This is an optimization exercise on Yosys and OpenROAD, whose aim is small area, not a production implementation. At most, simulation tests tie the RTL to the original design; equivalence was not proved. For runs 4 and 5, only the layout was checked, not whether the RTL still works. No activity file was given, so power comes from the tool's default toggle rates.

===== flow/config.mk =====
export PLATFORM = sky130hd
export DESIGN_NAME = ssl
export DESIGN_NICKNAME = ssl
export VERILOG_FILES = /design/flow/design.v
export SDC_FILE = /design/flow/constraint.sdc
export NUM_CORES = 4
export LEC_CHECK = 0
export CAP_MARGIN = 20
export CORE_MARGIN = 2
export CORE_UTILIZATION = 60
export CTS_BUF_LIST = sky130_fd_sc_hd__clkbuf_8
export CTS_CLUSTER_SIZE = 30
export PLACE_DENSITY = 0.7
export SLEW_MARGIN = 20

===== flow/constraint.sdc =====
create_clock -name core_clock -period 10.0 [get_ports {CLK}]
set_input_delay 2.0000 -clock core_clock [delete_from_list [all_inputs] [get_ports {CLK}]]
set_output_delay 2.0000 -clock core_clock [all_outputs]
set_load 0.01 [all_outputs]

===== flow/design.v =====
module ssl(CLK, DIR1, DIR2, DIR3, DIR4, E1_1, E1_2, E1_3, E1_4,
           E2_1, E2_2, E2_3, E2_4, H1_1, H1_2, H1_3, H1_4,
           H2_1, H2_2, H2_3, H2_4, H3_1, H3_2, H3_3, H3_4,
           reset, Rx,
           An1, An2, An3, An4, Ap1, Ap2, Ap3, Ap4,
           Bn1, Bn2, Bn3, Bn4, Bp1, Bp2, Bp3, Bp4,
           Cn1, Cn2, Cn3, Cn4, Cp1, Cp2, Cp3, Cp4,
           speed1, speed2, speed3, speed4);
  input CLK;
  input DIR1, DIR2, DIR3, DIR4;
  input E1_1, E1_2, E1_3, E1_4;
  input E2_1, E2_2, E2_3, E2_4;
  input H1_1, H1_2, H1_3, H1_4;
  input H2_1, H2_2, H2_3, H2_4;
  input H3_1, H3_2, H3_3, H3_4;
  input reset;
  input Rx;
  output An1, An2, An3, An4, Ap1, Ap2, Ap3, Ap4;
  output Bn1, Bn2, Bn3, Bn4, Bp1, Bp2, Bp3, Bp4;
  output Cn1, Cn2, Cn3, Cn4, Cp1, Cp2, Cp3, Cp4;
  output speed1, speed2, speed3, speed4;
  wire [3:0] dir = {DIR4, DIR3, DIR2, DIR1};
  wire [3:0] qa  = {E1_4, E1_3, E1_2, E1_1};
  wire [3:0] qb  = {E2_4, E2_3, E2_2, E2_1};
  wire [3:0] h1i = {H1_4, H1_3, H1_2, H1_1};
  wire [3:0] h2i = {H2_4, H2_3, H2_2, H2_1};
  wire [3:0] h3i = {H3_4, H3_3, H3_2, H3_1};
  reg [16:0] tk;
  wire [16:0] tk_inc;
  rinc #(17) u_tkinc (.a(tk), .ci(1'b1), .s(tk_inc));
  always @(posedge CLK)
    if (!reset || tk == 17'd74999) tk <= 17'd0;
    else tk <= tk_inc;
  wire tk_hi  = (tk[16:3] == 14'd9374);           
  wire tk_lo  = (tk[16:2] == 15'd0);              
  wire tk_ea  = tk_hi & (tk[2:0] == 3'd4);        
  wire tk_eb  = tk_hi & (tk[2:0] == 3'd5);        
  wire tk_clr = tk_hi & (tk[2:0] == 3'd6);        
  wire pa = tk_hi & (tk[2:1] == 2'd1);            
  wire pb = tk_hi & (tk[2:1] == 2'd2);            
  wire pc_ = tk_hi & (tk[2:1] == 2'd3);           
  wire pd = tk_lo & ~tk[1];                       
  wire podd = tk[0];
  reg [6:0] pre;                      
  reg [6:0] pc;
  wire [6:0] pre_inc, pc_inc;
  rinc #(7) u_preinc (.a(pre), .ci(1'b1), .s(pre_inc));
  rinc #(7) u_pcinc (.a(pc), .ci(1'b1), .s(pc_inc));
  always @(posedge CLK)
    if (!reset || pre == 7'd83) pre <= 7'd0;
    else pre <= pre_inc;
  wire rise = (pre == 7'd41);
  always @(posedge CLK)
    if (!reset) pc <= 7'd0;
    else if (rise) pc <= pc_inc;
  reg r1, r2;
  always @(posedge CLK) begin r1 <= Rx; r2 <= r1; end
  reg [3:0] rph;                      
  wire [3:0] rph_inc;
  rinc #(4) u_rphinc (.a(rph), .ci(1'b1), .s(rph_inc));
  reg [9:0] rcnt;
  wire [9:0] rcnt_inc;
  rinc #(10) u_rinc (.a(rcnt), .ci(1'b1), .s(rcnt_inc));
  reg [7:0] rbyte;
  wire rend = (rcnt == 10'd867);
  wire rmid = (rcnt == 10'd433);
  always @(posedge CLK) begin
    if (!reset) rph <= 4'd0;
    else case (rph)
      4'd0: if (!r2) rph <= 4'd1;
      4'd1: if (rmid) rph <= r2 ? 4'd0 : 4'd2;
      4'd11: rph <= 4'd0;
      default: if (rend) rph <= rph_inc;
    endcase
    if (rph == 4'd0 || (rph == 4'd1 && rmid) || rend) rcnt <= 10'd0;
    else rcnt <= rcnt_inc;
    if (rend && rph >= 4'd2 && rph <= 4'd9) rbyte <= {r2, rbyte[7:1]};
  end
  wire rdv = (rph == 4'd11);
  reg [1:0] spi;
  always @(posedge CLK)
    if (!reset) spi <= 2'd0;
    else if (rdv) spi <= {spi[1] ^ spi[0], ~spi[0]};
  wire [7:0] spd_in = rbyte & {8{reset}};
  reg [3:0] seg;
  reg [9:0] tq;
  wire [9:0] tq_inc;
  rinc #(10) u_tinc (.a(tq), .ci(1'b1), .s(tq_inc));
  wire tseg_end = (seg == 4'd0) ? (tq == 10'd1) : (tq == 10'd867);
  reg [3:0] seg_n;
  always @(*)
    case (seg)
      4'd0: seg_n = 4'd1;
      4'd1: seg_n = 4'd8;
      4'd15: seg_n = 4'd2;
      4'd2: seg_n = 4'd0;
      default: seg_n = {1'b1, seg[2:0] + 3'd1};
    endcase
  always @(posedge CLK) begin
    if (!reset || tseg_end) tq <= 10'd0;
    else tq <= tq_inc;
    if (!reset) seg <= 4'd0;
    else if (tseg_end) seg <= seg_n;
  end
  wire tx_load = (seg == 4'd0) && (tq == 10'd0);
  wire [3:0] spd;
  wire [3:0] Ap, An, Bp, Bn, Cp, Cn;
  genvar m;
  generate for (m = 0; m < 4; m = m + 1) begin : mot
    reg [7:0] sp;
    always @(posedge CLK)
      if (!reset || (rdv && spi == m)) sp <= spd_in;
    reg x0;
    reg [7:0] cnt, total, txd;
    wire xe = qa[m] ^ qb[m];
    wire en = xe ^ x0;
    wire [7:0] cnt_inc;
    wire cclr = tk_clr | !reset;
    rinc #(8) u_cinc (.a(cnt & {8{~cclr}}), .ci(en & ~tk_clr), .s(cnt_inc));
    always @(posedge CLK) begin
      x0 <= xe;
      cnt <= cnt_inc;
      if (tk_eb || !reset) total <= {cnt[7:1], cnt[0] & reset};
      if (tx_load) txd <= total;
    end
    assign spd[m] = seg[3] ? txd[seg[2:0]] : (seg != 4'd1);
    wire [7:0] err;
    rsub #(8) u_err (.a(sp), .b(total), .s(err));
    reg [7:0] ex, ey;
    always @(posedge CLK) begin
      ex <= ey;
      ey <= (tk_ea || tk_eb || !reset) ? err : ex;
    end
    reg [15:0] s0, s1;
    reg cy;
    wire use_e1 = pb;
    wire [7:0] v = use_e1 ? ~ey : ex;            
    wire sgn = use_e1 ? ~ex[7] : ey[7];           
    wire act = pa | pb | pc_ | pd;
    wire [15:0] vx = {{8{v[7]}}, v};
    wire [15:0] lo_op = pa ? {vx[14:0], 1'b0} :
                        pc_ ? {vx[10:0], 5'b0} : {vx[12:0], 3'b0};
    wire [15:0] op = !act ? 16'd0 : podd ? {16{sgn}} : lo_op;
    wire inj = !podd & pb;                        
    wire [15:0] sum;
    wire co;
    radd16 u_acc (.a(s1), .b(op), .ci(podd & cy), .c3(inj), .s(sum), .co(co));
    always @(posedge CLK) begin
      s1 <= s0;
      s0 <= sum & {16{reset}};
      cy <= co;
    end
    wire [6:0] lvl = s1[15] ? 7'd0 : ((|s1[14:0]) | (|s0[15:7])) ? 7'd127 : s0[6:0];
    wire lgt;
    rgt #(7) u_gt (.a(lvl), .b(pc), .gt(lgt));
    reg po;
    always @(posedge CLK)
      if (rise || !reset) po <= lgt & reset;
    wire h1 = dir[m] ? h1i[m] : ~h1i[m];
    wire h2 = dir[m] ? h2i[m] : ~h2i[m];
    wire h3 = dir[m] ? h3i[m] : ~h3i[m];
    assign Ap[m] = ~po | ~h1 | h2;
    assign An[m] =  po & ~h1 & h2;
    assign Bp[m] = ~po | ~h2 | h3;
    assign Bn[m] =  po & ~h2 & h3;
    assign Cp[m] = ~po | ~h3 | h1;
    assign Cn[m] =  po & ~h3 & h1;
  end endgenerate
  assign {Ap4, Ap3, Ap2, Ap1} = Ap;
  assign {An4, An3, An2, An1} = An;
  assign {Bp4, Bp3, Bp2, Bp1} = Bp;
  assign {Bn4, Bn3, Bn2, Bn1} = Bn;
  assign {Cp4, Cp3, Cp2, Cp1} = Cp;
  assign {Cn4, Cn3, Cn2, Cn1} = Cn;
  assign {speed4, speed3, speed2, speed1} = spd;
endmodule
module radd16 (input [15:0] a, input [15:0] b, input ci, input c3, output [15:0] s, output co);
  wire [16:0] c;
  assign c[0] = ci;
  genvar i;
  generate for (i = 0; i < 16; i = i + 1) begin : b_
    wire cc = (i == 3) ? (c[i] | c3) : c[i];
    assign s[i] = a[i] ^ b[i] ^ cc;
    assign c[i+1] = (a[i] & b[i]) | (cc & (a[i] ^ b[i]));
  end endgenerate
  assign co = c[16];
endmodule
module rinc #(parameter W = 8) (input [W-1:0] a, input ci, output [W-1:0] s);
  wire [W:0] c;
  assign c[0] = ci;
  genvar i;
  generate for (i = 0; i < W; i = i + 1) begin : b
    assign s[i] = a[i] ^ c[i];
    assign c[i+1] = a[i] & c[i];
  end endgenerate
endmodule
module radd #(parameter W = 8) (input [W-1:0] a, input [W-1:0] b, input ci, input c3, output [W-1:0] s);
  wire [W:0] c;
  assign c[0] = ci;
  genvar i;
  generate for (i = 0; i < W; i = i + 1) begin : b_
    wire cc = (i == 2) ? (c[i] | c3) : c[i];
    assign s[i] = a[i] ^ b[i] ^ cc;
    assign c[i+1] = (a[i] & b[i]) | (cc & (a[i] ^ b[i]));
  end endgenerate
endmodule
module rsub #(parameter W = 8) (input [W-1:0] a, input [W-1:0] b, output [W-1:0] s);
  wire [W:0] c;
  assign c[0] = 1'b1;
  genvar i;
  generate for (i = 0; i < W; i = i + 1) begin : b_
    wire nb = ~b[i];
    assign s[i] = a[i] ^ nb ^ c[i];
    assign c[i+1] = (a[i] & nb) | (c[i] & (a[i] ^ nb));
  end endgenerate
endmodule
module rgt #(parameter W = 8) (input [W-1:0] a, input [W-1:0] b, output gt);
  wire [W:0] g;
  assign g[0] = 1'b0;
  genvar i;
  generate for (i = 0; i < W; i = i + 1) begin : b_
    assign g[i+1] = (a[i] & ~b[i]) | (~(a[i] ^ b[i]) & g[i]);
  end endgenerate
  assign gt = g[W];
endmodule

===== flow/run.sh =====
#!/bin/bash
# synth_recipe.tcl (not shown) runs the flow's synth.tcl, then flattens the netlist and writes it again
# the make line also repeats each setting of config.mk as NAME=value (left out here)
make -C /OpenROAD-flow-scripts/flow DESIGN_CONFIG=/design/flow/config.mk WORK_HOME=/design/flow/orfs CLKGATE_MAP_FILE= SYNTH_SCRIPT=/design/flow/synth_recipe.tcl finish

==> summary.txt, run 1 <==
# TYPE chip_impl_metric gauge
chip_impl_metric{name="met3_usage",unit="%"} 3.97
chip_impl_info{name="most_used_standard_cells_in_the_synthesized_netlist",value="sky130_fd_sc_hd__dfxtp_1 (295), sky130_fd_sc_hd__nor2_1 (189), sky130_fd_sc_hd__inv_1 (135)"} 1
chip_impl_metric{name="worst_setup_hold_path_clk_slew",unit="ps"} 60
chip_impl_metric{name="use_met1",unit="%"} 32.7
chip_impl_metric{name="avgSynthCellArea",unit="um^2"} 11.1
chip_impl_metric{name="finalSetupViolations",unit=""} 0
chip_impl_metric{name="design.final.nets",unit=""} 1924
chip_impl_metric{name="final.min_clock_period",unit="ps"} 9170
chip_impl_metric{name="synthToLayoutAreaGrowth",unit="%"} 12.6
chip_impl_metric{name="post_drt_via_cell_ratio",unit=""} 5.39
chip_impl_info{name="worst_hold_startpoint",value="r1$_DFF_P_"} 1
chip_impl_info{name="crit_type",value="reg2reg"} 1
chip_impl_metric{name="detailedRoute.firstIterationViolations",unit=""} 665
chip_impl_metric{name="power.ir.vdd_worst",unit="mV"} 0.131
chip_impl_metric{name="dr_total_vias",unit=""} 11500
chip_impl_metric{name="post-route-cell-area",unit="um^2"} 20200
chip_impl_metric{name="finClkSkew",unit="ps"} 17.7
chip_impl_info{name="unrepaired_setup_endpoints_after_global_routing",value="no"} 1
chip_impl_metric{name="pin_count_of_the_biggest_net_entering_global_routing",unit=""} 77
chip_impl_info{name="synth_top_cells_by_area",value="sky130_fd_sc_hd__dfxtp_1 (33%), sky130_fd_sc_hd__edfxtp_1 (18%), sky130_fd_sc_hd__fa_1 (9.8%)"} 1
chip_impl_metric{name="clock.fmax",unit="MHz"} 109
chip_impl_info{name="synthDominantAreaCellType",value="sky130_fd_sc_hd__dfxtp_1"} 1
chip_impl_metric{name="clockBufferDepth",unit=""} 3
chip_impl_metric{name="io_buffer_count",unit=""} 54
chip_impl_info{name="crit_top_cell",value="sky130_fd_sc_hd__fa_1"} 1
chip_impl_metric{name="synthesis.yosys.warnings",unit=""} 1
chip_impl_info{name="critPathSlowestCell",value="sky130_fd_sc_hd__and4_1"} 1
chip_impl_metric{name="whs",unit="ps"} 327
chip_impl_info{name="yosys.cell_count.top_type",value="sky130_fd_sc_hd__dfxtp_1"} 1
chip_impl_metric{name="final.fill_count",unit=""} 2253
chip_impl_metric{name="power.leakage",unit="uW"} 0.00840
chip_impl_info{name="grt_busiest_layer",value="met2"} 1
chip_impl_metric{name="drc_errors",unit=""} 0
chip_impl_metric{name="worst_margin_slew",unit="ps"} 966
chip_impl_metric{name="drv_slew",unit=""} 0
chip_impl_info{name="critical_path_startpoint",value="tk[1]$_SDFF_PP0_"} 1
chip_impl_info{name="cp-end-kind",value="register"} 1
chip_impl_metric{name="path_max_fanout",unit=""} 17
chip_impl_info{name="tritoncts_clock_tree",value="yes"} 1
chip_impl_metric{name="fraction_of_layout_cells_with_a_size_suffix_above_1",unit="%"} 8.31
chip_impl_metric{name="global_route.overflow_total",unit=""} 0
chip_impl_metric{name="clock_latency",unit="ps"} 610
chip_impl_metric{name="ys_seq_elements",unit=""} 403
chip_impl_info{name="worst_r2r_startpoint",value="tk[1]$_SDFF_PP0_"} 1
chip_impl_info{name="cpLargestDelayFamily",value="adder cells"} 1
chip_impl_metric{name="powerDensity",unit="nW/um^2"} 231
chip_impl_metric{name="hold_buffers",unit=""} 0
chip_impl_metric{name="critPathBufInv",unit=""} 4
chip_impl_metric{name="grtUsageMet2",unit="%"} 39.4
chip_impl_metric{name="avgRoutedWirePerCell",unit="um"} 16.9
chip_impl_metric{name="cts.repair_timing.setup_buffer_count",unit=""} 0
chip_impl_metric{name="detail_route.wirelength",unit="mm"} 36.1
chip_impl_metric{name="io_pins",unit=""} 55
chip_impl_info{name="ctsRootBufferMaster",value="sky130_fd_sc_hd__clkbuf_8"} 1
chip_impl_metric{name="final_cycle_utilization_of_the_critical_path",unit="%"} 91.7
chip_impl_metric{name="globalRouteTotalUtil",unit="%"} 23.9
chip_impl_metric{name="fin_tns_setup",unit="ps"} 0
chip_impl_metric{name="ctsHtreeMaxLevel",unit=""} 2
chip_impl_metric{name="report.final.hold_viol_count",unit=""} 0
chip_impl_metric{name="synth_edf_count",unit=""} 108
chip_impl_metric{name="maxSlewHeadroom",unit="%"} 35.6
chip_impl_metric{name="global_route_wire_length_before_repair",unit="mm"} 58.8
chip_impl_metric{name="async_flop_share",unit="%"} 0
chip_impl_metric{name="ctsResizeCount",unit=""} 0
chip_impl_metric{name="worst_path_largest_cell_delay",unit="ps"} 710
chip_impl_metric{name="post_synth_inst_count",unit=""} 1615
chip_impl_metric{name="std_cell_rows",unit=""} 63
chip_impl_info{name="ys.flop_type",value="sky130_fd_sc_hd__dfxtp_1"} 1
chip_impl_metric{name="num_antenna_cells",unit=""} 0
chip_impl_metric{name="cts_made_buffers",unit=""} 61
chip_impl_metric{name="place.detailed.hpwl",unit="mm"} 26.8
chip_impl_metric{name="synth_top_cell_area_share",unit="%"} 32.9
chip_impl_metric{name="cts.sinks",unit=""} 403
chip_impl_metric{name="netlist_area",unit="um^2"} 18000
chip_impl_metric{name="chipHeight",unit="um"} 177
chip_impl_info{name="status",value="finished clean"} 1
chip_impl_metric{name="placed_area",unit="um^2"} 18900
chip_impl_metric{name="seq_area_frac_synth",unit="%"} 50.9
chip_impl_metric{name="placeableCoreArea",unit="um^2"} 29600
chip_impl_metric{name="syn-num-nets",unit=""} 1845
chip_impl_metric{name="ant_nets",unit=""} 0
chip_impl_metric{name="floorplan.die_area",unit="um^2"} 31300
chip_impl_info{name="holdCritPathClass",value="reg2reg"} 1
chip_impl_metric{name="initial_utilization",unit="%"} 60.8
chip_impl_info{name="critPathLaunchType",value="register"} 1
chip_impl_metric{name="gp_congestion",unit=""} 0.935
chip_impl_metric{name="die-width",unit="um"} 177
chip_impl_metric{name="drtPass1Iterations",unit=""} 5
chip_impl_metric{name="critPathArrivalTime",unit="ps"} 9670
chip_impl_metric{name="max_cap_violations",unit=""} 0
chip_impl_metric{name="grt_pass1_vias",unit=""} 11500
chip_impl_metric{name="synth.distinct_cells",unit=""} 70
chip_impl_metric{name="cp_data_required_time",unit="ps"} 10500
chip_impl_metric{name="antenna_found_initial",unit=""} 0
[path summary, 6_finish.rpt]
check | end | slack (ps) | cells after the start
worst min-delay path | r2$_DFF_P_ | 330 | 0
worst max-delay path | mot[0].s0[15]$_DFF_P_ | 830 | 25
worst max register to register | mot[0].s0[15]$_DFF_P_ | 830 | 25
worst min register to register | r2$_DFF_P_ | 330 | 0
[sequential cells by signal, summed over array words and instances, names as in the netlist, 7 cells and up]
signal,cells
pre,7
mot.s1,64
tk,17
mot.s0,64
rcnt,10
tq,10
mot.ey,32
mot.ex,32
mot.cnt,32
mot.txd,32
mot.total,32
mot.sp,32
pc,7
rbyte,8
[cells by family (layout without fill, tap and decap cells)]
group           after synthesis  in the layout  share of synthesized area, %
compound gates              225            225                          8.41
xor+xnor                     27             27                          1.32
fa+ha+maj                   203            203                          17.8
buf+inv                     193            323                          4.17
flops                       403            403                          50.9
mux                          36             36                          2.57
simple gates                528            528                          14.8
[cells in the final DEF, fill, tap and decap left out, types with 6 or more instances in the layout]
cell                              count
sky130_fd_sc_hd__inv_1              152
sky130_fd_sc_hd__and2_1              98
sky130_fd_sc_hd__xor2_1               7
sky130_fd_sc_hd__nor2_1             189
sky130_fd_sc_hd__nor2b_1             12
sky130_fd_sc_hd__clkinv_2             6
sky130_fd_sc_hd__ha_1               115
sky130_fd_sc_hd__o21a_1              12
sky130_fd_sc_hd__mux4_2               8
sky130_fd_sc_hd__nand3_1             10
sky130_fd_sc_hd__clkbuf_8            81
sky130_fd_sc_hd__dfxtp_1            295
sky130_fd_sc_hd__clkdlybuf4s50_1     54
sky130_fd_sc_hd__nand2b_1             8
sky130_fd_sc_hd__a21o_1              13
sky130_fd_sc_hd__xnor2_1             20
sky130_fd_sc_hd__edfxtp_1           108
sky130_fd_sc_hd__nand2_1             90
sky130_fd_sc_hd__nand3b_1            10
sky130_fd_sc_hd__o21ai_0             45
sky130_fd_sc_hd__mux2i_1             27
sky130_fd_sc_hd__nor3_1              36
sky130_fd_sc_hd__nor4_1              29
sky130_fd_sc_hd__nor3b_1              7
sky130_fd_sc_hd__buf_4               18
sky130_fd_sc_hd__a21oi_1             68
sky130_fd_sc_hd__a211oi_1            10
sky130_fd_sc_hd__o31ai_1              8
sky130_fd_sc_hd__fa_1                88
sky130_fd_sc_hd__a221o_1             15
sky130_fd_sc_hd__or2_2                7
[metrics by stage]
stage	util [%]	cells	worst slack [ps]	power (uW)
floorplan	-	1615	1470	2950
global placement	64.0	2021	873	3260
detailed placement	64.0	2021	836	3300
CTS	68.4	2135	822	4710
global route	68.4	2135	304	4970
finish	68.4	2135	829	4660
[per-layer routing]
| layer | vias to the layer above | share of wire [%] |
|---|---|---|
| li1 | 5685 | - |
| met4 | 0 | 2.3 |
| met1 | 5481 | 46 |
| met2 | 273 | 47 |
| met5 | - | 0 |
| met3 | 70 | 4.4 |
[cell type report]
class / count / area [um^2] / share of cell area [%]
clock buffers: 81 / 1110 / 5.51
repair buffers: 72 / 676 / 3.34
clock inverters: 33 / 213 / 1.05
well taps: 390 / 488 / 2.41
flip-flops and latches: 403 / 9150 / 45.2
inverters: 137 / 514 / 2.54
multi-input cells: 1019 / 8080 / 39.9
[power breakdown]
part           internal (uW)  total [uW]  switching (uW)
Combinational            451        1010             555
Clock                    777        1400             621
Sequential              2030        2260             235
==> inputs of run 2 (changes only) <==
--- a/flow/config.mk
+++ b/flow/config.mk
@@ -10,4 +10,3 @@
 export CORE_UTILIZATION = 60
-export CTS_BUF_LIST = sky130_fd_sc_hd__clkbuf_8
-export CTS_CLUSTER_SIZE = 30
+export CTS_BUF_LIST = sky130_fd_sc_hd__clkbuf_4
 export PLACE_DENSITY = 0.7
==> summary.txt, run 2 <==
# TYPE chip_impl_metric gauge
chip_impl_metric{name="std_cell_rows",unit=""} 63
chip_impl_metric{name="detail_route.wirelength",unit="mm"} 36.5
chip_impl_info{name="most_used_standard_cells_in_the_synthesized_netlist",value="sky130_fd_sc_hd__dfxtp_1 (295), sky130_fd_sc_hd__nor2_1 (189), sky130_fd_sc_hd__inv_1 (135)"} 1
chip_impl_info{name="holdCritPathClass",value="reg2reg"} 1
chip_impl_info{name="layout.cells.most_common_list",value="sky130_fd_sc_hd__dfxtp_1 (295), sky130_fd_sc_hd__nor2_1 (189), sky130_fd_sc_hd__clkbuf_4 (149)"} 1
chip_impl_metric{name="detailedRoute.firstIterationViolations",unit=""} 719
chip_impl_metric{name="fin_tns_setup",unit="ps"} 0
chip_impl_info{name="synthDominantAreaCellType",value="sky130_fd_sc_hd__dfxtp_1"} 1
chip_impl_info{name="critPathLaunchType",value="register"} 1
chip_impl_info{name="critPathSlowestCell",value="sky130_fd_sc_hd__and4_1"} 1
chip_impl_metric{name="cts.repair_timing.setup_buffer_count",unit=""} 0
chip_impl_metric{name="cts.sinks",unit=""} 403
chip_impl_metric{name="async_flop_share",unit="%"} 0
chip_impl_metric{name="post_drt_via_cell_ratio",unit=""} 5.34
chip_impl_metric{name="power.leakage",unit="uW"} 0.00844
chip_impl_metric{name="io_pins",unit=""} 55
chip_impl_metric{name="ant_nets",unit=""} 0
chip_impl_metric{name="synthesis.yosys.warnings",unit=""} 1
chip_impl_metric{name="synth_top_cell_area_share",unit="%"} 32.9
chip_impl_metric{name="drc_errors",unit=""} 0
chip_impl_metric{name="worst_path_largest_cell_delay",unit="ps"} 710
chip_impl_metric{name="final.fill_count",unit=""} 2329
chip_impl_metric{name="post_synth_inst_count",unit=""} 1615
chip_impl_metric{name="globalRouteTotalUtil",unit="%"} 24.4
chip_impl_metric{name="antenna_found_initial",unit=""} 1
chip_impl_metric{name="floorplan.die_area",unit="um^2"} 31300
chip_impl_info{name="unrepaired_setup_endpoints_after_global_routing",value="no"} 1
chip_impl_metric{name="powerDensity",unit="nW/um^2"} 230
chip_impl_metric{name="finalCoreUtilization",unit="%"} 68.4
chip_impl_info{name="top_registers",value="mot.s0 (64), mot.s1 (64)"} 1
chip_impl_metric{name="final_cycle_utilization_of_the_critical_path",unit="%"} 91.9
chip_impl_metric{name="gp_congestion",unit=""} 0.935
chip_impl_metric{name="cts_made_buffers",unit=""} 100
chip_impl_metric{name="max_cap_violations",unit=""} 0
chip_impl_info{name="synth_top_cells_by_area",value="sky130_fd_sc_hd__dfxtp_1 (33%), sky130_fd_sc_hd__edfxtp_1 (18%), sky130_fd_sc_hd__fa_1 (9.8%)"} 1
chip_impl_metric{name="number_of_cell_instances_on_the_worst_register_to_register_path",unit=""} 24
chip_impl_info{name="ys.flop_type",value="sky130_fd_sc_hd__dfxtp_1"} 1
chip_impl_metric{name="place.detailed.hpwl",unit="mm"} 26.8
chip_impl_metric{name="io_buffer_count",unit=""} 54
chip_impl_metric{name="clock.fmax",unit="MHz"} 109
chip_impl_metric{name="netlist_area",unit="um^2"} 18000
chip_impl_info{name="layout_commonest_cell",value="sky130_fd_sc_hd__dfxtp_1"} 1
chip_impl_metric{name="sequential_area",unit="um^2"} 9150
chip_impl_metric{name="critPathArrivalTime",unit="ps"} 9800
chip_impl_metric{name="ctsResizeCount",unit=""} 0
chip_impl_metric{name="chipHeight",unit="um"} 177
chip_impl_metric{name="synthToLayoutAreaGrowth",unit="%"} 12.6
chip_impl_metric{name="syn-num-nets",unit=""} 1845
chip_impl_info{name="status",value="finished clean"} 1
chip_impl_info{name="cp_cell_sequence",value="nor4b_1 > and4_1 > o2bb2ai_1 > or2_2 > fa_1 > fa_1 > nor2b_1 > fa_1 > fa_1 > fa_1 > fa_1 > fa_1 > fa_1 > fa_1 > fa_1 > fa_1 > fa_1 > inv_1 > fa_1 > inv_1 > fa_1 > inv_1 > fa_1 > and2_1"} 1
chip_impl_metric{name="multi_input_comb_area",unit="um^2"} 8080
chip_impl_metric{name="maxSlewHeadroom",unit="%"} 36.1
chip_impl_metric{name="initial_utilization",unit="%"} 60.8
chip_impl_metric{name="holdPathStages",unit=""} 0
chip_impl_metric{name="finClkSkew",unit="ps"} 63.7
chip_impl_metric{name="placeableCoreArea",unit="um^2"} 29600
chip_impl_metric{name="drv_slew",unit=""} 0
chip_impl_metric{name="avgRoutedWirePerCell",unit="um"} 16.6
chip_impl_metric{name="dr_total_vias",unit=""} 11800
chip_impl_metric{name="die-width",unit="um"} 177
chip_impl_metric{name="clock_latency",unit="ps"} 760
chip_impl_metric{name="synth.distinct_cells",unit=""} 70
chip_impl_metric{name="synth_edf_count",unit=""} 108
chip_impl_metric{name="design.final.nets",unit=""} 1963
chip_impl_metric{name="finalSetupViolations",unit=""} 0
chip_impl_metric{name="fraction_of_layout_cells_with_a_size_suffix_above_1",unit="%"} 11.8
chip_impl_metric{name="ys_seq_elements",unit=""} 403
chip_impl_metric{name="global_route.overflow_total",unit=""} 0
chip_impl_metric{name="hold_buffers",unit=""} 0
chip_impl_metric{name="seq_area_frac_synth",unit="%"} 50.9
chip_impl_info{name="yosys.cell_count.top_type",value="sky130_fd_sc_hd__dfxtp_1"} 1
chip_impl_metric{name="pin_count_of_the_biggest_net_entering_global_routing",unit=""} 77
chip_impl_info{name="crit_type",value="reg2reg"} 1
chip_impl_metric{name="cp_data_required_time",unit="ps"} 10610
chip_impl_metric{name="path_max_fanout",unit=""} 17
chip_impl_metric{name="grt_pass1_vias",unit=""} 11900
chip_impl_metric{name="power.ir.vdd_worst",unit="mV"} 0.128
chip_impl_info{name="crit_top_cell",value="sky130_fd_sc_hd__fa_1"} 1
chip_impl_metric{name="worst_margin_slew",unit="ps"} 958
chip_impl_info{name="cp-end-kind",value="register"} 1
chip_impl_metric{name="drtPass1Iterations",unit=""} 5
chip_impl_metric{name="avgSynthCellArea",unit="um^2"} 11.1
chip_impl_metric{name="ctsHtreeMaxLevel",unit=""} 3
chip_impl_metric{name="clockBufferDepth",unit=""} 3
chip_impl_metric{name="final.min_clock_period",unit="ps"} 9190
chip_impl_metric{name="report.final.hold_viol_count",unit=""} 0
chip_impl_metric{name="global_route_wire_length_before_repair",unit="mm"} 59.7
chip_impl_metric{name="worst_setup_hold_path_clk_slew",unit="ps"} 70
chip_impl_info{name="ctsRootBufferMaster",value="sky130_fd_sc_hd__clkbuf_4"} 1
chip_impl_info{name="tritoncts_clock_tree",value="yes"} 1
## run 2: cell counts after synthesis
No cell type changed its count.
## run 2: worst max-delay path, delay by kind of cell (launching register included)
kind            cells  cell delay [ps]
compound gates      1              420
fa+ha+maj          15             5990
buf+inv             3              220
simple gates        5             1940
flops               1              500
## run 2: metal layers
metal	track usage, %	up-vias	routed length [um]
li1	-	5825	-
met1	32.2	5558	16800
met2	39.9	306	17200
met3	5.18	74	1640
met4	8.68	0	845
met5	0	-	0
## run 2: path summary, 6_finish.rpt
path / startpoint / to / slack [ps]
hold / removal: mot[3].s0[10]$_DFF_P_ / mot[3].s1[10]$_DFF_P_ / 320
setup reg to reg: tk[1]$_SDFF_PP0_ / mot[2].s0[15]$_DFF_P_ / 810
setup / recovery: tk[1]$_SDFF_PP0_ / mot[2].s0[15]$_DFF_P_ / 810
hold reg to reg: mot[3].s0[10]$_DFF_P_ / mot[3].s1[10]$_DFF_P_ / 320
## run 2: cells by family (layout without fill, tap and decap cells)
family,after synthesis,after routing,share of synthesized area (%)
simple gates,528,528,14.8
flops,403,403,50.9
compound gates,225,225,8.41
fa+ha+maj,203,203,17.8
buf+inv,193,391,4.17
mux,36,36,2.57
xor+xnor,27,27,1.32
other cells,0,1,0
## run 2: where the power goes
group,internal (uW),leakage [uW],switching (uW)
clock network,737,0.000788,639
registers,2020,0.00352,233
logic,452,0.00414,557
total,3210,0.00844,1430
## run 2: cell type report
| class | instances | area share, % |
|---|---|---|
| inverter | 137 | 2.54 |
| sequential | 403 | 45.2 |
| antenna | 1 | 0.0124 |
| tap | 390 | 2.41 |
| clock inverter | 33 | 1.01 |
| timing repair buffer | 72 | 3.34 |
| multi-input combinational | 1019 | 39.9 |
| clock buffer | 149 | 5.53 |
## run 2: stage by stage
step                      cell area, um^2  cells  setup slack [ps]  hold slack [ps]  total power (uW)
final                               20200   2204               810              322              4640
after floorplan                     18000   1615              1470              310              2950
after global routing                20200   2204               323              332              4990
after detailed placement            18900   2021               836              318              3300
after CTS                           20200   2203               828              329              4710
after global placement              18900   2021               873              314              3260
==> inputs of run 3 (changes only) <==
--- a/flow/config.mk
+++ b/flow/config.mk
@@ -9,5 +9,4 @@
 export CORE_MARGIN = 2
-export CORE_UTILIZATION = 60
-export CTS_BUF_LIST = sky130_fd_sc_hd__clkbuf_4
-export PLACE_DENSITY = 0.7
+export CORE_UTILIZATION = 40
+export PLACE_DENSITY = 0.6
 export SLEW_MARGIN = 20
==> summary.txt, run 3 <==
# TYPE chip_impl_metric gauge
chip_impl_metric{name="synthesis.yosys.warnings",unit=""} 1
chip_impl_metric{name="fin_tns_setup",unit="ps"} 0
chip_impl_metric{name="worst_setup_hold_path_clk_slew",unit="ps"} 60
chip_impl_info{name="cpLargestDelayFamily",value="adder cells"} 1
chip_impl_info{name="layout.cells.most_common_list",value="sky130_fd_sc_hd__dfxtp_1 (295), sky130_fd_sc_hd__nor2_1 (189), sky130_fd_sc_hd__inv_1 (134)"} 1
chip_impl_metric{name="report.final.hold_viol_count",unit=""} 0
chip_impl_metric{name="power.leakage",unit="uW"} 0.00840
chip_impl_info{name="yosys.cell_count.top_type",value="sky130_fd_sc_hd__dfxtp_1"} 1
chip_impl_metric{name="placeableCoreArea",unit="um^2"} 44300
chip_impl_metric{name="pin_count_of_the_biggest_net_entering_global_routing",unit=""} 76
chip_impl_metric{name="ctsHtreeMaxLevel",unit=""} 2
chip_impl_metric{name="holdPathStages",unit=""} 0
chip_impl_metric{name="path_max_fanout",unit=""} 17
chip_impl_metric{name="finClkSkew",unit="ps"} 11.2
chip_impl_metric{name="worst_path_largest_cell_delay",unit="ps"} 550
chip_impl_metric{name="drc_errors",unit=""} 0
chip_impl_info{name="worst_hold_startpoint",value="r1$_DFF_P_"} 1
chip_impl_info{name="tritoncts_clock_tree",value="yes"} 1
chip_impl_metric{name="maxSlewHeadroom",unit="%"} 39.4
chip_impl_metric{name="syn-num-nets",unit=""} 1845
chip_impl_metric{name="antenna_found_initial",unit=""} 0
chip_impl_metric{name="fraction_of_layout_cells_with_a_size_suffix_above_1",unit="%"} 7.58
chip_impl_metric{name="std_cell_rows",unit=""} 77
chip_impl_metric{name="avgSynthCellArea",unit="um^2"} 11.1
chip_impl_metric{name="final_cycle_utilization_of_the_critical_path",unit="%"} 90.4
chip_impl_metric{name="cp_data_required_time",unit="ps"} 10460
chip_impl_metric{name="max_cap_violations",unit=""} 0
chip_impl_info{name="top_registers",value="mot.s0 (64), mot.s1 (64)"} 1
chip_impl_info{name="ys.flop_type",value="sky130_fd_sc_hd__dfxtp_1"} 1
chip_impl_info{name="crit_top_cell",value="sky130_fd_sc_hd__fa_1"} 1
chip_impl_metric{name="io_pins",unit=""} 55
chip_impl_metric{name="post_synth_inst_count",unit=""} 1615
chip_impl_metric{name="global_route_wire_length_before_repair",unit="mm"} 61.1
chip_impl_metric{name="hold_buffers",unit=""} 0
chip_impl_metric{name="clockBufferDepth",unit=""} 3
chip_impl_metric{name="dp_slack",unit="ps"} 895
chip_impl_metric{name="initial_utilization",unit="%"} 40.5
chip_impl_info{name="rr_endpoint",value="mot[1].s0[15]$_DFF_P_"} 1
chip_impl_info{name="crit_type",value="reg2reg"} 1
chip_impl_metric{name="chipHeight",unit="um"} 216
chip_impl_metric{name="ant_nets",unit=""} 0
chip_impl_metric{name="final_total_power",unit="uW"} 4880
chip_impl_metric{name="seq_area_frac_synth",unit="%"} 50.9
chip_impl_metric{name="sequential_area",unit="um^2"} 9150
chip_impl_metric{name="design.final.nets",unit=""} 1909
chip_impl_info{name="status",value="finished clean"} 1
chip_impl_metric{name="cts.sinks",unit=""} 403
chip_impl_metric{name="synthToLayoutAreaGrowth",unit="%"} 15.0
chip_impl_metric{name="netlist_area",unit="um^2"} 18000
chip_impl_info{name="unrepaired_setup_endpoints_after_global_routing",value="no"} 1
chip_impl_metric{name="synth.distinct_cells",unit=""} 70
chip_impl_metric{name="ctsResizeCount",unit=""} 0
chip_impl_metric{name="global_route.overflow_total",unit=""} 0
chip_impl_metric{name="final.setup.worst_slack",unit="ps"} 956
chip_impl_metric{name="critPathArrivalTime",unit="ps"} 9500
chip_impl_info{name="most_used_standard_cells_in_the_synthesized_netlist",value="sky130_fd_sc_hd__dfxtp_1 (295), sky130_fd_sc_hd__nor2_1 (189), sky130_fd_sc_hd__inv_1 (135)"} 1
chip_impl_info{name="critPathLaunchType",value="register"} 1
chip_impl_metric{name="worst_margin_slew",unit="ps"} 908
chip_impl_metric{name="avgRoutedWirePerCell",unit="um"} 16.0
chip_impl_metric{name="io_buffer_count",unit=""} 54
chip_impl_info{name="synthDominantAreaCellType",value="sky130_fd_sc_hd__dfxtp_1"} 1
chip_impl_metric{name="drv_slew",unit=""} 0
chip_impl_info{name="layout_commonest_cell",value="sky130_fd_sc_hd__dfxtp_1"} 1
chip_impl_metric{name="dr_total_vias",unit=""} 11400
chip_impl_info{name="holdPathEnd",value="r2$_DFF_P_"} 1
chip_impl_metric{name="clock.fmax",unit="MHz"} 111
chip_impl_info{name="holdCritPathClass",value="reg2reg"} 1
chip_impl_metric{name="globalRouteTotalUtil",unit="%"} 16.4
chip_impl_metric{name="cts.repair_timing.setup_buffer_count",unit=""} 0
chip_impl_info{name="worst_r2r_startpoint",value="tk[1]$_SDFF_PP0_"} 1
chip_impl_info{name="ctsRootBufferMaster",value="sky130_fd_sc_hd__clkbuf_16"} 1
chip_impl_metric{name="finalSetupViolations",unit=""} 0
chip_impl_metric{name="powerDensity",unit="nW/um^2"} 236
chip_impl_metric{name="detailedRoute.firstIterationViolations",unit=""} 557
chip_impl_metric{name="clock_latency",unit="ps"} 570
chip_impl_metric{name="power.ir.vdd_worst",unit="mV"} 0.134
chip_impl_metric{name="rrSetupSlack",unit="ps"} 960
chip_impl_info{name="cp-end-kind",value="register"} 1
chip_impl_metric{name="gp_congestion",unit=""} 0.905
chip_impl_metric{name="synth_top_cell_area_share",unit="%"} 32.9
chip_impl_metric{name="place.detailed.hpwl",unit="mm"} 27.4
chip_impl_metric{name="die-width",unit="um"} 216
chip_impl_metric{name="ys_seq_elements",unit=""} 403
chip_impl_metric{name="post_drt_via_cell_ratio",unit=""} 4.95
chip_impl_metric{name="grt_pass1_vias",unit=""} 11500
chip_impl_metric{name="multi_input_comb_area",unit="um^2"} 8090
chip_impl_info{name="critPathSlowestCell",value="sky130_fd_sc_hd__and4_1"} 1
chip_impl_metric{name="drtPass1Iterations",unit=""} 5
chip_impl_metric{name="detail_route.wirelength",unit="mm"} 37.0
chip_impl_info{name="synth_top_cells_by_area",value="sky130_fd_sc_hd__dfxtp_1 (33%), sky130_fd_sc_hd__edfxtp_1 (18%), sky130_fd_sc_hd__fa_1 (9.8%)"} 1
chip_impl_metric{name="num_antenna_cells",unit=""} 0
chip_impl_metric{name="final.fill_count",unit=""} 4022
chip_impl_metric{name="number_of_cell_instances_on_the_worst_register_to_register_path",unit=""} 27
chip_impl_metric{name="floorplan.die_area",unit="um^2"} 46600
chip_impl_metric{name="synth_edf_count",unit=""} 108
chip_impl_metric{name="critPathBufInv",unit=""} 5
chip_impl_metric{name="final.min_clock_period",unit="ps"} 9040
chip_impl_metric{name="cts_made_buffers",unit=""} 44
chip_impl_metric{name="async_flop_share",unit="%"} 0
[run 3: cell counts after synthesis]
Identical to the previous run, type by type.
[run 3: cell families (layout without fill, tap and decap cells)]
kind of cell | after synthesis | in the layout | synth area share [%]
compound gates | 225 | 225 | 8.41
buf+inv | 193 | 292 | 4.17
flops | 403 | 403 | 50.9
xor+xnor | 27 | 27 | 1.32
mux | 36 | 36 | 2.57
simple gates | 528 | 528 | 14.8
fa+ha+maj | 203 | 203 | 17.8
[run 3: stage by stage]
step | hold WS [ps] | util [%] | std cells | area, um^2
floorplan | 310 | - | 1615 | 18000
global placement | 315 | 43.3 | 2225 | 19200
detailed placement | 316 | 43.3 | 2225 | 19200
CTS | 330 | 46.6 | 2306 | 20600
global route | 335 | 46.6 | 2306 | 20700
finish | 326 | 46.6 | 2306 | 20700
[run 3: worst max path at each step]
| stage | start | endpoint | slack, ps | depth (start not counted) |
|---|---|---|---|---|
| global placement | tk[15]$_SDFF_PP0_ | mot[0].s0[15]$_DFF_P_ | 970 | 26 |
| global route | tk[15]$_SDFF_PP0_ | mot[2].s0[15]$_DFF_P_ | 500 | 26 |
| floorplan | tk[15]$_SDFF_PP0_ | mot[0].s0[15]$_DFF_P_ | 1470 | 27 |
| detailed placement | tk[15]$_SDFF_PP0_ | mot[0].s0[15]$_DFF_P_ | 890 | 26 |
| finish | tk[1]$_SDFF_PP0_ | mot[1].s0[15]$_DFF_P_ | 960 | 27 |
| CTS | tk[15]$_SDFF_PP0_ | mot[2].s0[15]$_DFF_P_ | 850 | 26 |
[run 3: cell type report]
| cell class | instances | area share [%] |
|---|---|---|
| clock buffer | 64 | 6.34 |
| clock inverter | 17 | 0.800 |
| inverter | 137 | 2.49 |
| multi-input combinational | 1019 | 39.2 |
| sequential | 403 | 44.3 |
| tap | 592 | 3.59 |
| timing repair buffer | 74 | 3.32 |
[run 3: metal layers]
metal / global-route usage [%] / share of wire [%] / up-vias
li1: - / - / 5645
met4: 6.23 / 3.0 / 0
met2: 26.4 / 46 / 253
met1: 22.1 / 47 / 5445
met5: 0 / 0 / -
met3: 2.85 / 4.7 / 71
[run 3: report_power, final]
| group | leakage (uW) | switching, uW | internal (uW) |
|---|---|---|---|
| sequential | 0.00352 | 229 | 2030 |
| clock | 0.000737 | 651 | 965 |
| combinational | 0.00415 | 557 | 448 |
[run 3: worst reg2reg max path: cells and delay by family, from the launching register on]
family	cells	cell delay, ps
adders and majority gates	15	6040
and+or+nand+nor	5	1400
buffers and inverters	5	730
DFF	1	300
muxes	1	290
AOI/OAI and AO/OA	1	150
==> inputs of run 4 (changes only) <==
--- a/flow/design.v
+++ b/flow/design.v
@@ -45,9 +45,8 @@
   reg [6:0] pc;
-  wire [6:0] pre_inc, pc_inc;
-  rinc #(7) u_preinc (.a(pre), .ci(1'b1), .s(pre_inc));
+  wire [6:0] pc_inc;
   rinc #(7) u_pcinc (.a(pc), .ci(1'b1), .s(pc_inc));
   always @(posedge CLK)
-    if (!reset || pre == 7'd83) pre <= 7'd0;
-    else pre <= pre_inc;
-  wire rise = (pre == 7'd41);
+    if (!reset || pre == 7'd41) pre <= 7'd0;
+    else pre <= {pre[5:0], ~(pre[6] ^ pre[5])};
+  wire rise = (pre == 7'd38);
   always @(posedge CLK)
@@ -61,7 +60,6 @@
   reg [9:0] rcnt;
-  wire [9:0] rcnt_inc;
-  rinc #(10) u_rinc (.a(rcnt), .ci(1'b1), .s(rcnt_inc));
+  wire [9:0] rcnt_inc = {rcnt[8:0], ~(rcnt[9] ^ rcnt[6])};
   reg [7:0] rbyte;
-  wire rend = (rcnt == 10'd867);
-  wire rmid = (rcnt == 10'd433);
+  wire rend = (rcnt == 10'd358);
+  wire rmid = (rcnt == 10'd641);
   always @(posedge CLK) begin
@@ -86,5 +84,4 @@
   reg [9:0] tq;
-  wire [9:0] tq_inc;
-  rinc #(10) u_tinc (.a(tq), .ci(1'b1), .s(tq_inc));
-  wire tseg_end = (seg == 4'd0) ? (tq == 10'd1) : (tq == 10'd867);
+  wire [9:0] tq_inc = {tq[8:0], ~(tq[9] ^ tq[6])};
+  wire tseg_end = (seg == 4'd0) ? (tq == 10'd1) : (tq == 10'd358);
   reg [3:0] seg_n;
@@ -216,2 +213,20 @@
 endmodule
+module rdec #(parameter W = 8) (input [W-1:0] a, input bi, output [W-1:0] s);
+  wire [W:0] c;
+  assign c[0] = bi;
+  genvar i;
+  generate for (i = 0; i < W; i = i + 1) begin : b_
+    assign s[i] = a[i] ^ c[i];
+    assign c[i+1] = ~a[i] & c[i];
+  end endgenerate
+endmodule
+module radd8 (input [7:0] a, input [7:0] b, output [7:0] s);
+  wire [8:0] c;
+  assign c[0] = 1'b1;
+  genvar i;
+  generate for (i = 0; i < 8; i = i + 1) begin : b_
+    assign s[i] = a[i] ^ b[i] ^ c[i];
+    assign c[i+1] = (a[i] & b[i]) | (c[i] & (a[i] ^ b[i]));
+  end endgenerate
+endmodule
 module rgt #(parameter W = 8) (input [W-1:0] a, input [W-1:0] b, output gt);
@@ -221,3 +236,3 @@
   generate for (i = 0; i < W; i = i + 1) begin : b_
-    assign g[i+1] = (a[i] & ~b[i]) | (~(a[i] ^ b[i]) & g[i]);
+    assign g[i+1] = (a[i] & ~b[i]) | (a[i] & g[i]) | (~b[i] & g[i]);
   end endgenerate
--- a/flow/config.mk
+++ b/flow/config.mk
@@ -10,2 +10,4 @@
 export CORE_UTILIZATION = 40
+export CTS_CLUSTER_DIAMETER = 100
+export CTS_CLUSTER_SIZE = 30
 export PLACE_DENSITY = 0.6
==> summary.txt, run 4 <==
# TYPE chip_impl_metric gauge
chip_impl_info{name="status",value="finished clean"} 1
chip_impl_metric{name="die-width",unit="um"} 213
chip_impl_metric{name="ant_nets",unit=""} 0
chip_impl_metric{name="detailedRoute.firstIterationViolations",unit=""} 643
chip_impl_metric{name="post_synth_adder_cell_area",unit="%"} 15.4
chip_impl_metric{name="seq_area_frac_synth",unit="%"} 52.5
chip_impl_metric{name="clock_latency",unit="ps"} 540
chip_impl_metric{name="design.final.nets",unit=""} 1802
chip_impl_metric{name="holdPathStages",unit=""} 0
chip_impl_metric{name="power.leakage",unit="uW"} 0.00764
chip_impl_metric{name="multi_input_comb_area",unit="um^2"} 7470
chip_impl_metric{name="final.setup.worst_slack",unit="ps"} 972
chip_impl_metric{name="critPathArrivalTime",unit="ps"} 9470
chip_impl_metric{name="final_total_power",unit="uW"} 4230
chip_impl_metric{name="synthesis.yosys.warnings",unit=""} 1
chip_impl_metric{name="worst_margin_slew",unit="ps"} 991
chip_impl_metric{name="powerDensity",unit="nW/um^2"} 221
chip_impl_info{name="critPathLaunchType",value="register"} 1
chip_impl_info{name="critPathSlowestCell",value="sky130_fd_sc_hd__fa_1"} 1
chip_impl_metric{name="placeableCoreArea",unit="um^2"} 43100
chip_impl_metric{name="number_of_cell_instances_on_the_worst_register_to_register_path",unit=""} 26
chip_impl_metric{name="synth_edf_count",unit=""} 108
chip_impl_metric{name="final.min_clock_period",unit="ps"} 9030
chip_impl_metric{name="maxSlewHeadroom",unit="%"} 33.9
chip_impl_info{name="yosys.cell_count.top_type",value="sky130_fd_sc_hd__dfxtp_1"} 1
chip_impl_metric{name="chipHeight",unit="um"} 213
chip_impl_metric{name="syn-num-nets",unit=""} 1779
chip_impl_info{name="ys.flop_type",value="sky130_fd_sc_hd__dfxtp_1"} 1
chip_impl_metric{name="sequential_area",unit="um^2"} 9150
chip_impl_metric{name="critPathBufInv",unit=""} 3
chip_impl_metric{name="cts_made_buffers",unit=""} 18
chip_impl_info{name="most_used_standard_cells_in_the_synthesized_netlist",value="sky130_fd_sc_hd__dfxtp_1 (295), sky130_fd_sc_hd__nor2_1 (155), sky130_fd_sc_hd__nand2_1 (141)"} 1
chip_impl_metric{name="io_pins",unit=""} 55
chip_impl_info{name="synthDominantAreaCellType",value="sky130_fd_sc_hd__dfxtp_1"} 1
chip_impl_info{name="synth_top_cells_by_area",value="sky130_fd_sc_hd__dfxtp_1 (34%), sky130_fd_sc_hd__edfxtp_1 (19%), sky130_fd_sc_hd__fa_1 (10%)"} 1
chip_impl_metric{name="drc_errors",unit=""} 0
chip_impl_info{name="top_registers",value="mot.s0 (64), mot.s1 (64)"} 1
chip_impl_metric{name="gp_congestion",unit=""} 0.778
chip_impl_metric{name="synth_top_cell_area_share",unit="%"} 33.9
chip_impl_metric{name="dr_total_vias",unit=""} 10800
chip_impl_info{name="unrepaired_setup_endpoints_after_global_routing",value="no"} 1
chip_impl_metric{name="ctsResizeCount",unit=""} 0
chip_impl_metric{name="rrSetupSlack",unit="ps"} 970
chip_impl_metric{name="io_buffer_count",unit=""} 54
chip_impl_metric{name="pin_count_of_the_biggest_net_entering_global_routing",unit=""} 71
chip_impl_metric{name="avgRoutedWirePerCell",unit="um"} 15.4
chip_impl_metric{name="cp_data_required_time",unit="ps"} 10440
chip_impl_metric{name="finalCoreUtilization",unit="%"} 44.4
chip_impl_metric{name="detail_route.wirelength",unit="mm"} 34.1
chip_impl_metric{name="clockBufferDepth",unit=""} 3
chip_impl_metric{name="ys_seq_elements",unit=""} 403
chip_impl_metric{name="floorplan.die_area",unit="um^2"} 45300
chip_impl_metric{name="synthToLayoutAreaGrowth",unit="%"} 9.56
chip_impl_metric{name="fin_tns_setup",unit="ps"} 0
chip_impl_metric{name="std_cell_rows",unit=""} 76
chip_impl_metric{name="worst_path_largest_cell_delay",unit="ps"} 440
chip_impl_metric{name="grt_pass1_vias",unit=""} 10800
chip_impl_metric{name="global_route.overflow_total",unit=""} 0
chip_impl_info{name="dominant_combinational_cell_family_by_area_after_synthesis",value="adder cells"} 1
chip_impl_metric{name="drv_slew",unit=""} 0
chip_impl_metric{name="avgSynthCellArea",unit="um^2"} 10.9
chip_impl_metric{name="cts.sinks",unit=""} 403
chip_impl_metric{name="cts.repair_timing.setup_buffer_count",unit=""} 0
chip_impl_info{name="ctsRootBufferMaster",value="sky130_fd_sc_hd__clkbuf_16"} 1
chip_impl_info{name="layout_commonest_cell",value="sky130_fd_sc_hd__dfxtp_1"} 1
chip_impl_metric{name="synth.distinct_cells",unit=""} 72
chip_impl_info{name="holdCritPathClass",value="reg2reg"} 1
chip_impl_metric{name="post_synth_inst_count",unit=""} 1596
chip_impl_metric{name="async_flop_share",unit="%"} 0
chip_impl_info{name="crit_top_cell",value="sky130_fd_sc_hd__fa_1"} 1
chip_impl_info{name="holdPathEnd",value="r2$_DFF_P_"} 1
chip_impl_metric{name="power.ir.vdd_worst",unit="mV"} 0.146
chip_impl_metric{name="antenna_found_initial",unit=""} 0
chip_impl_metric{name="finalSetupViolations",unit=""} 0
chip_impl_metric{name="path_max_fanout",unit=""} 9
chip_impl_info{name="worst_hold_startpoint",value="r1$_DFF_P_"} 1
chip_impl_metric{name="synth_compound_area_share",unit="%"} 8.66
chip_impl_metric{name="final_cycle_utilization_of_the_critical_path",unit="%"} 90.3
chip_impl_metric{name="synth_simple_gate_area_share",unit="%"} 15.1
chip_impl_metric{name="netlist_area",unit="um^2"} 17400
chip_impl_metric{name="clock.fmax",unit="MHz"} 111
chip_impl_metric{name="synth_mux_area_share",unit="%"} 2.16
chip_impl_metric{name="ctsHtreeMaxLevel",unit=""} 1
chip_impl_info{name="rr_endpoint",value="mot[2].s0[15]$_DFF_P_"} 1
chip_impl_metric{name="final.fill_count",unit=""} 4018
chip_impl_metric{name="max_cap_violations",unit=""} 0
chip_impl_metric{name="worst_setup_hold_path_clk_slew",unit="ps"} 110
chip_impl_metric{name="synth_xor_area_share",unit="%"} 1.41
chip_impl_info{name="cp-end-kind",value="register"} 1
chip_impl_metric{name="place.detailed.hpwl",unit="mm"} 25.5
chip_impl_metric{name="post_drt_via_cell_ratio",unit=""} 4.89
chip_impl_metric{name="fraction_of_layout_cells_with_a_size_suffix_above_1",unit="%"} 5.22
chip_impl_metric{name="initial_utilization",unit="%"} 40.5
chip_impl_metric{name="globalRouteTotalUtil",unit="%"} 15.6
chip_impl_metric{name="drtPass1Iterations",unit=""} 5
chip_impl_info{name="crit_type",value="reg2reg"} 1
chip_impl_info{name="worst_r2r_startpoint",value="tk[15]$_SDFF_PP0_"} 1
chip_impl_metric{name="hold_buffers",unit=""} 0
chip_impl_metric{name="report.final.hold_viol_count",unit=""} 0
chip_impl_metric{name="global_route_wire_length_before_repair",unit="mm"} 56.5
chip_impl_metric{name="dp_slack",unit="ps"} 889
chip_impl_metric{name="finClkSkew",unit="ps"} 17.8
chip_impl_info{name="layout.cells.most_common_list",value="sky130_fd_sc_hd__dfxtp_1 (295), sky130_fd_sc_hd__nor2_1 (155), sky130_fd_sc_hd__nand2_1 (141)"} 1
chip_impl_info{name="tritoncts_clock_tree",value="yes"} 1
chip_impl_info{name="cpLargestDelayFamily",value="adder cells"} 1
-- run 4: changes by cell type after synthesis, moves of 14 or more --
cell,delta
sky130_fd_sc_hd__a21oi_1,-14
sky130_fd_sc_hd__and2_1,-26
sky130_fd_sc_hd__and3_1,+33
sky130_fd_sc_hd__ha_1,-47
sky130_fd_sc_hd__nand2_1,+51
sky130_fd_sc_hd__nor2_1,-34
sky130_fd_sc_hd__nor3_1,-16
sky130_fd_sc_hd__o21ai_0,+42
-- run 4: per-layer routing --
metal	wire (um)	track usage (%)
met1	16500	21.6
met2	15900	26.5
met3	1030	1.59
met4	619	3.38
met5	0	0
-- run 4: stage by stage --
stage,area [um^2],hold slack (ps),instances
finish,19100,334,2215
global route,19100,345,2214
CTS,19100,337,2213
detailed placement,18500,315,2183
global placement,18500,316,2183
floorplan,17400,310,1596
-- run 4: final cells by class --
class,count,share of cell area (%)
diodes,1,0.0131
clock buffers,26,2.74
clock inverters,4,0.301
inverters,134,2.63
multi-input cells,990,39.1
flip-flops and latches,403,47.9
well taps,585,3.83
repair buffers,72,3.50
-- run 4: power by group --
group | leakage [uW] | switching [uW] | internal, uW
Clock | 0.000279 | 517 | 381
Combinational | 0.00384 | 552 | 441
Sequential | 0.00352 | 251 | 2090
Total | 0.00764 | 1320 | 2910
-- run 4: how the worst max path moves through the flow --
stage                                  from                    end  slack (ps)  cells past startpoint
final                     tk[15]$_SDFF_PP0_  mot[2].s0[15]$_DFF_P_         970                     26
after global routing      tk[15]$_SDFF_PP0_  mot[0].s0[15]$_DFF_P_         450                     27
after CTS                 tk[15]$_SDFF_PP0_  mot[2].s0[15]$_DFF_P_         870                     26
after detailed placement  tk[15]$_SDFF_PP0_  mot[2].s0[15]$_DFF_P_         890                     26
after global placement    tk[11]$_SDFF_PP0_  mot[2].s0[15]$_DFF_P_         990                     27
after floorplan           tk[11]$_SDFF_PP0_  mot[0].s0[15]$_DFF_P_        1480                     28
-- run 4: cell families (layout without fill, tap and decap cells) --
kind of cell / count (synthesis) / after routing
XOR/XNOR: 28 / 28
adder cells (fa/ha/maj): 164 / 164
buffers and inverters: 203 / 236
AND/OR/NAND/NOR: 530 / 530
other: 0 / 1
AO/OA/AOI/OAI: 241 / 241
flip-flops: 403 / 403
multiplexers: 27 / 27
==> inputs of run 5 (changes only) <==
--- a/flow/config.mk
+++ b/flow/config.mk
@@ -10,4 +10,4 @@
 export CORE_UTILIZATION = 40
-export CTS_CLUSTER_DIAMETER = 100
-export CTS_CLUSTER_SIZE = 30
+export CTS_CLUSTER_DIAMETER = 80
+export CTS_CLUSTER_SIZE = 25
 export PLACE_DENSITY = 0.6
==> summary.txt, run 5 <==
# TYPE chip_impl_metric gauge
chip_impl_info{name="status",value="finished clean"} 1
chip_impl_metric{name="post_synth_adder_cell_area",unit="%"} 15.4
chip_impl_metric{name="worst_margin_slew",unit="ps"} 984
chip_impl_metric{name="design.final.nets",unit=""} 1806
chip_impl_metric{name="worst_setup_hold_path_clk_slew",unit="ps"} 90
chip_impl_info{name="dominant_combinational_cell_family_by_area_after_synthesis",value="adder cells"} 1
chip_impl_info{name="cp-end-kind",value="register"} 1
chip_impl_metric{name="cts.sinks",unit=""} 403
chip_impl_metric{name="avgSynthCellArea",unit="um^2"} 10.9
chip_impl_metric{name="report.final.hold_viol_count",unit=""} 0
chip_impl_metric{name="globalRouteTotalUtil",unit="%"} 15.7
chip_impl_metric{name="initial_utilization",unit="%"} 40.5
chip_impl_metric{name="dr_total_vias",unit=""} 10900
chip_impl_metric{name="final.fill_count",unit=""} 4012
chip_impl_metric{name="cp_data_required_time",unit="ps"} 10430
chip_impl_metric{name="die-width",unit="um"} 213
chip_impl_metric{name="synth.distinct_cells",unit=""} 72
chip_impl_metric{name="synth_compound_area_share",unit="%"} 8.66
chip_impl_metric{name="synth_simple_gate_area_share",unit="%"} 15.1
chip_impl_metric{name="drtPass1Iterations",unit=""} 5
chip_impl_metric{name="synth_xor_area_share",unit="%"} 1.41
chip_impl_metric{name="clockBufferDepth",unit=""} 3
chip_impl_metric{name="finalSetupViolations",unit=""} 0
chip_impl_info{name="most_used_standard_cells_in_the_synthesized_netlist",value="sky130_fd_sc_hd__dfxtp_1 (295), sky130_fd_sc_hd__nor2_1 (155), sky130_fd_sc_hd__nand2_1 (141)"} 1
chip_impl_metric{name="synth_mux_area_share",unit="%"} 2.16
chip_impl_metric{name="critPathArrivalTime",unit="ps"} 9480
chip_impl_metric{name="power.ir.vdd_worst",unit="mV"} 0.113
chip_impl_metric{name="dp_slack",unit="ps"} 889
chip_impl_metric{name="fin_tns_setup",unit="ps"} 0
chip_impl_metric{name="power.leakage",unit="uW"} 0.00771
chip_impl_metric{name="final.setup.worst_slack",unit="ps"} 951
chip_impl_metric{name="synth_edf_count",unit=""} 108
chip_impl_metric{name="final_cycle_utilization_of_the_critical_path",unit="%"} 90.5
chip_impl_metric{name="chipHeight",unit="um"} 213
chip_impl_metric{name="grt_pass1_vias",unit=""} 10900
chip_impl_info{name="tritoncts_clock_tree",value="yes"} 1
chip_impl_metric{name="clock.fmax",unit="MHz"} 111
chip_impl_metric{name="floorplan.die_area",unit="um^2"} 45300
chip_impl_metric{name="max_cap_violations",unit=""} 0
chip_impl_metric{name="global_route_wire_length_before_repair",unit="mm"} 56.8
chip_impl_metric{name="synth_top_cell_area_share",unit="%"} 33.9
chip_impl_metric{name="global_route.overflow_total",unit=""} 0
chip_impl_metric{name="finClkSkew",unit="ps"} 27.4
chip_impl_metric{name="antenna_found_initial",unit=""} 0
chip_impl_metric{name="ys_seq_elements",unit=""} 403
chip_impl_metric{name="post_synth_inst_count",unit=""} 1596
chip_impl_info{name="synthDominantAreaCellType",value="sky130_fd_sc_hd__dfxtp_1"} 1
chip_impl_metric{name="path_max_fanout",unit=""} 9
chip_impl_metric{name="io_buffer_count",unit=""} 54
[run 5: cell count changes in the layout (fill, tap and decap cells not counted), sizes merged]
| cell | previous run | this run |
|---|---|---|
| inv | 135 | 138 |
| clkbuf | 26 | 29 |
| bufinv | 0 | 1 |
| clkinvlp | 0 | 3 |
[run 5: critical path: stages, from the launching register on]
cell	delay, ps
sky130_fd_sc_hd__dfxtp_1	330
sky130_fd_sc_hd__nor3_1	350
sky130_fd_sc_hd__nand4_1	310
sky130_fd_sc_hd__nor2_2	340
sky130_fd_sc_hd__nor2_1	250
sky130_fd_sc_hd__or3_1	420
sky130_fd_sc_hd__fa_1	400
sky130_fd_sc_hd__fa_1	430
sky130_fd_sc_hd__fa_1	380
sky130_fd_sc_hd__a21boi_0	150
sky130_fd_sc_hd__fa_1	440
sky130_fd_sc_hd__fa_1	430
sky130_fd_sc_hd__fa_1	430
sky130_fd_sc_hd__fa_1	420
sky130_fd_sc_hd__fa_1	420
sky130_fd_sc_hd__fa_1	430
sky130_fd_sc_hd__fa_1	430
sky130_fd_sc_hd__fa_1	420
sky130_fd_sc_hd__fa_1	430
sky130_fd_sc_hd__fa_1	390
sky130_fd_sc_hd__inv_1	80
sky130_fd_sc_hd__fa_1	170
sky130_fd_sc_hd__inv_1	50
sky130_fd_sc_hd__fa_1	380
sky130_fd_sc_hd__inv_1	80
sky130_fd_sc_hd__fa_1	400
sky130_fd_sc_hd__and2_1	160
[run 5: through the flow]
stage / cells / instance area, um^2 / total power, uW / hold WS, ps
final: 2225 / 19300 / 4360 / 336
after global routing: 2224 / 19200 / 4670 / 346
after CTS: 2223 / 19200 / 4410 / 337
after detailed placement: 2183 / 18500 / 3390 / 315
after global placement: 2183 / 18500 / 3360 / 316
after floorplan: 1596 / 17400 / 3050 / 310
[run 5: path summary, 6_finish.rpt]
kind	from	endpoint	depth (start not counted)
min	r1$_DFF_P_	r2$_DFF_P_	0
max	tk[15]$_SDFF_PP0_	mot[2].s0[15]$_DFF_P_	26
min reg2reg	r1$_DFF_P_	r2$_DFF_P_	0
max reg2reg	tk[15]$_SDFF_PP0_	mot[2].s0[15]$_DFF_P_	26
[run 5: final cells by class]
type / instances / area [um^2] / area share [%]
Tap cell: 585 / 732 / 3.80
Timing Repair Buffer: 72 / 668 / 3.47
Clock inverter: 11 / 114 / 0.591
Clock buffer: 29 / 608 / 3.16
Sequential cell: 403 / 9150 / 47.5
Inverter: 134 / 503 / 2.61
Antenna cell: 1 / 2.50 / 0.0130
Multi-Input combinational cell: 990 / 7470 / 38.8
[run 5: kinds of logic after synthesis]
kind of cell | after synthesis
simple gates | 530
flops | 403
compound gates | 241
buf+inv | 203
fa+ha+maj | 164
xor+xnor | 28
mux | 27
[run 5: power by group]
part	switching, uW	internal (uW)
sequential	251	2090
clock	546	472
combinational	556	442
[run 5: per-layer routing]
metal	up-vias	wire, um	track usage, %
li1	5455	-	-
met3	48	1200	1.65
met5	-	0	0
met1	5217	16500	21.5
met2	209	16000	26.8
met4	0	699	3.59

==> port drivers added, routing unchanged <==
In the flow no input, the clock included, has a driving cell. The finished layouts below were timed again as built, in two steps.
Step 1, drivers: a clkbuf_16 drives CLK and a buf_2 each remaining input, both assumed.
Step 2 times the ports against the registers' clock, not the clock port: input delays grow and output delays shrink by t, the midpoint of the rising clock arrivals with the driver on.
a / b / c = no drivers / after step 1 / after step 2; a / b = the first two.
| run | t, ns | setup WS [ns] | worst data-port slew with drivers (ns) |
|---|---|---|---|
| run 1 | 0.649 | 0.829 / 0.829 / 0.829 | 0.04 |
| run 2 | 0.781 | 0.810 / 0.810 / 0.810 | 0.04 |
| run 3 | 0.613 | 0.956 / 0.956 / 0.956 | 0.04 |
| run 4 | 0.574 | 0.972 / 0.972 / 0.972 | 0.04 |
| run 5 | 0.579 | 0.951 / 0.951 / 0.951 | 0.04 |
After both steps every run listed still meets setup and hold.
